From an optimization exercise on the open Yosys and OpenROAD flow, aimed at small area; shortcuts taken in it are not production practice.
Function was checked by simulation only, so behaviour that the tests miss may differ from the original.
No driver is modelled on the clock port, so clock power and skew are understated where the tree is cut down; a real chip needs a root buffer or a tree.
Power is estimated from default activity; no workload was simulated.

== lane 1 ==
==> flow/design.v (excerpt) <==
module UART(clk, reset, load, out_port, eight, pen, ohel,
            baud, tx, rx, r_status, r_data, uart_int, uart_ds);
==> module UART, before the edit <==
module UART(clk, reset, load, out_port, eight, pen, ohel,
            baud, tx, rx, r_status, r_data, uart_int, uart_ds);
   input        clk, reset, load, eight, pen, ohel, rx, r_status, r_data;
   input  [3:0] baud;
   input  [7:0] out_port;
   output       tx, uart_int;
   output [7:0] uart_ds;
   reg [18:0] k;
   always @(*)
      case (baud)
         4'd0:    k = 19'd333333;
         4'd1:    k = 19'd83333;
         4'd2:    k = 19'd41667;
         4'd3:    k = 19'd20833;
         4'd4:    k = 19'd10417;
         4'd5:    k = 19'd5208;
         4'd6:    k = 19'd2604;
         4'd7:    k = 19'd1736;
         4'd8:    k = 19'd868;
         4'd9:    k = 19'd434;
         4'd10:   k = 19'd217;
         default: k = 19'd109;
      endcase
   reg        loaddi, tdoit, txbusy;    
   wire       txrdy = ~txbusy;
   reg [10:0] tsr;             
   reg [18:0] tcnt;
   reg  [3:0] tbc;
   wire tbtu  = &(tcnt | ~k);
   wire tdone = (tbc == 4'd11);
   wire p7    = ^out_port[6:0];
   wire p8    = p7 ^ out_port[7];
   wire b9    = eight ? out_port[7] : (pen ? p7 ^ ohel : 1'b1);
   wire b10   = (eight & pen) ? p8 ^ ohel : 1'b1;
   always @(posedge clk, posedge reset)
      if (reset) begin
         loaddi <= 1'b0;
         tdoit  <= 1'b0;
         txbusy <= 1'b0;
         tsr[0] <= 1'b1;
      end else begin
         loaddi <= load;
         if (loaddi)     tdoit <= 1'b1;
         else if (tdone) tdoit <= 1'b0;
         if (tdone)      txbusy <= 1'b0;
         else if (load)  txbusy <= 1'b1;
         if (loaddi)     tsr[0] <= 1'b1;
         else if (tbtu)  tsr[0] <= tsr[1];
      end
   always @(posedge clk)
      if (load)                  tsr[10:1] <= {b10, b9, out_port[6:0], 1'b0};
      else if (tbtu & ~loaddi)   tsr[10:1] <= {1'b1, tsr[10:2]};
   always @(posedge clk)
      if (!tdoit) begin
         tcnt <= 19'd0;
         tbc  <= 4'd0;
      end else if (tbtu) begin
         tcnt <= 19'd0;
         tbc  <= tbc + 4'd1;
      end else
         tcnt <= tcnt + 19'd1;
   assign tx = tsr[0];
   reg        rdoit;
   reg [18:0] rcnt;
   reg  [3:0] rbc;
   wire       rstart = rdoit & (rbc == 4'd0);
   reg  [9:0] rsr;
   reg        rxrdy, perr, ferr, ovf;
   wire        rbtu = rdoit & (&(rcnt | ~{k[18:1], k[0] & ~rstart}));
   wire  [3:0] nbits = (eight & pen) ? 4'd11 : (eight | pen) ? 4'd10 : 4'd9;
   wire        rdone = (rbc == nbits);
   always @(posedge clk, posedge reset)
      if (reset)
         rdoit <= 1'b0;
      else if (!rdoit | rstart)
         rdoit <= ~rx;
      else if (rdone)
         rdoit <= 1'b0;
   always @(posedge clk)
      if (!rdoit) begin
         rcnt <= 19'd0;
         rbc  <= 4'd0;
      end else if (rbtu) begin
         rcnt <= 19'd0;
         rbc  <= rbc + 4'd1;
      end else
         rcnt <= rcnt + {rstart, ~rstart};
   wire       e9 = eight & pen;
   wire       e8 = eight ^ pen;
   wire       rsh = rbtu & ~rstart;
   reg  [9:0] rsr_n;
   always @(posedge clk, posedge reset)
      if (reset)
         rsr_n <= 10'h000;
      else if (rsh) begin
         rsr_n[9]   <= ~rx;
         rsr_n[8]   <= e9 ? rsr_n[9] : ~rx;
         rsr_n[7]   <= (e9 | e8) ? rsr_n[8] : ~rx;
         rsr_n[6:0] <= rsr_n[7:1];
      end
   always @(*) rsr = ~rsr_n;
   wire [7:0] rdata  = {eight & rsr[7], rsr[6:0]};
   wire       stopb  = e9 ? rsr[9] : (pen | ~eight) ? ((e8) ? rsr[8] : rsr[7]) : 1'b0;
   reg        rpar;
   always @(posedge clk, posedge reset)
      if (reset)
         rpar <= 1'b0;
      else if (rsh)
         rpar <= rpar ^ (e9 ? rsr_n[9] : rsr_n[8]) ^ rsr_n[0];
   wire       perr_s = pen & rdone & (ohel ^ rpar ^ e9);
   wire       ferr_s = rdone & ~stopb;
   always @(posedge clk, posedge reset)
      if (reset) begin
         rxrdy <= 1'b0;
         perr  <= 1'b0;
         ferr  <= 1'b0;
         ovf   <= 1'b0;
      end else begin
         if (rdone)              rxrdy <= 1'b1;
         else if (r_data)        rxrdy <= 1'b0;
         if (perr_s)             perr  <= 1'b1;
         else if (r_data)        perr  <= 1'b0;
         if (ferr_s)             ferr  <= 1'b1;
         else if (r_data)        ferr  <= 1'b0;
         if (rdone & rxrdy)      ovf   <= 1'b1;
         else if (r_data)        ovf   <= 1'b0;
      end
   reg int_q;
   always @(posedge clk, posedge reset)
      if (reset)
         int_q <= 1'b1;
      else
         int_q <= (~txrdy & tdone) | (~rxrdy & rdone);
   assign uart_int = int_q;
   assign uart_ds  = r_status ? {3'b0, ovf, ferr, perr, txrdy, rxrdy} : rdata;
endmodule
==> flow/config.mk <==
export PLATFORM = sky130hd
export DESIGN_NAME = UART
export DESIGN_NICKNAME = UART
export VERILOG_FILES = /design/flow/design.v
export SDC_FILE = /design/flow/constraint.sdc
export NUM_CORES = 4
export LEC_CHECK = 0
export CAP_MARGIN = 20
export CORE_MARGIN = 2
export CORE_UTILIZATION = 40
export PLACE_DENSITY = 0.6
export SLEW_MARGIN = 20
==> flow/constraint.sdc <==
create_clock -name core_clock -period 10.0 [get_ports {clk}]
set_input_delay 2.0000 -clock core_clock [delete_from_list [all_inputs] [get_ports {clk}]]
set_output_delay 2.0000 -clock core_clock [all_outputs]
set_load 0.01 [all_outputs]
standard.sh (not shown) runs the stock make flow with config.mk's settings and CLKGATE_MAP_FILE= SYNTH_SCRIPT=/design/flow/synth_recipe.tcl, a recipe that flattens the netlist after the stock synthesis.
==> flow/flow/run.sh <==
#!/bin/bash
# Layout flow: the standard flow (standard.sh) with
#  - no separate half/full adder extraction (ADDER_MAP_FILE empty), so
#    that ABC maps all the logic, with area scripts, keeping the smallest
#    result (flow/my_synth.tcl),
#  - the smallest buffer on the ports,
#  - a one-level clock tree placed by hand (flow/clock_buffers.tcl):
#    four clkbuf_8, each driving the registers of one quarter.
set -euo pipefail
HERE=$(pwd)
export AREA_ABC_SCRIPTS="$(ls $HERE/flow/abc_*.script | tr "\n" " ")"
export FLOW_SYNTH_TCL=$HERE/synth_recipe.tcl
export BUFFER_PORTS_ARGS="-buffer_cell sky130_fd_sc_hd__buf_1"
export PRE_CTS_TCL=$HERE/flow/clock_buffers.tcl
export CLK_BUF=sky130_fd_sc_hd__clkbuf_8
export CLK_GROUPS=4
bash standard.sh SYNTH_SCRIPT=$HERE/flow/my_synth.tcl ADDER_MAP_FILE= finish > $HERE/flow_make.log 2>&1
Other scripts of this flow, unchanged in this note and not shown: flow/flow/abc_b2.script, flow/flow/abc_c1.script, flow/flow/abc_c4.script, flow/flow/abc_d3.script, flow/flow/abc_e1.script, flow/flow/abc_e5.script, flow/flow/abc_f1.script, flow/flow/clock_buffers.tcl, flow/flow/my_synth.tcl
Relative to lane 1, the following input files were edited for lane 2:
--- a/flow/design.v
+++ b/flow/design.v
@@ -101,13 +101,7 @@
    always @(*) rsr = ~rsr_n;
    wire [7:0] rdata  = {eight & rsr[7], rsr[6:0]};
    wire       stopb  = e9 ? rsr[9] : (pen | ~eight) ? ((e8) ? rsr[8] : rsr[7]) : 1'b0;
-   reg        rpar;
-   always @(posedge clk, posedge reset)
-      if (reset)
-         rpar <= 1'b0;
-      else if (rsh)
-         rpar <= rpar ^ (e9 ? rsr_n[9] : rsr_n[8]) ^ rsr_n[0];
-   wire       perr_s = pen & rdone & (ohel ^ rpar ^ e9);
+   wire       perr_s = pen & rdone & (ohel ^ (^rsr[7:0]) ^ (eight & rsr[8]));
    wire       ferr_s = rdone & ~stopb;
    always @(posedge clk, posedge reset)
       if (reset) begin
==> comparison <==
- Looking at the reports, lane 1 completed the entire flow and the layout it produced met the timing, design-rule and antenna checks.
- Lane 2 has completed all stages; timing, DRC and antenna checks passed.
- Diff lane 1 -> lane 2 | sequential fraction of design power | decrease of 6.6 points
- Looking at post-synthesis compound-gate area fraction, lane 2 sits above lane 1.
- STATUS smallest setup slack after layout: lane 2 wins against lane 1
- | area added between synthesis and finish | lane 2 vs lane 1 | ≈ equal |
- Lane 2 against lane 1: sequential cell count fell by 1.3%, share of total power in the clock network has decreased, final design instance area without fill neither gained nor lost much, ratio of routed vias to standard cells climbed 0.16.
In every run of this note, the design's own scripts or RTL, not TritonCTS, make the clock network.

afterwards: timing with drivers on the ports:
No port has a modelled driver above. Below, the same layouts with a new extraction and two added sets of constraints.
Step 1, drivers: a clkbuf_16 drives clk and a buf_2 each remaining input, both assumed.
Step 2 moves the port delays by t, midway between the first and last clock arrival at a register: inputs arrive t later, outputs are due t later. That takes back most of the time a late clock gives input paths.
a / b / c = ideal / step 1 / step 2; a / b = the first two.
| run | t, ns | setup WS [ns] | hold WS [ns] | latest minus earliest clock arrival (ns) | slew at the worst register clock pin (ns) |
|---|---|---|---|---|---|
| lane 1 | 0.230 | 4.535 / 4.575 / 4.345 | 0.457 / 0.457 / 0.457 | 0.009 / 0.009 | 0.12 / 0.12 |
| lane 2 | 0.227 | 4.675 / 4.712 / 4.485 | 0.462 / 0.462 / 0.462 | 0.006 / 0.006 | 0.12 / 0.12 |
After both steps every run listed still meets setup and hold.
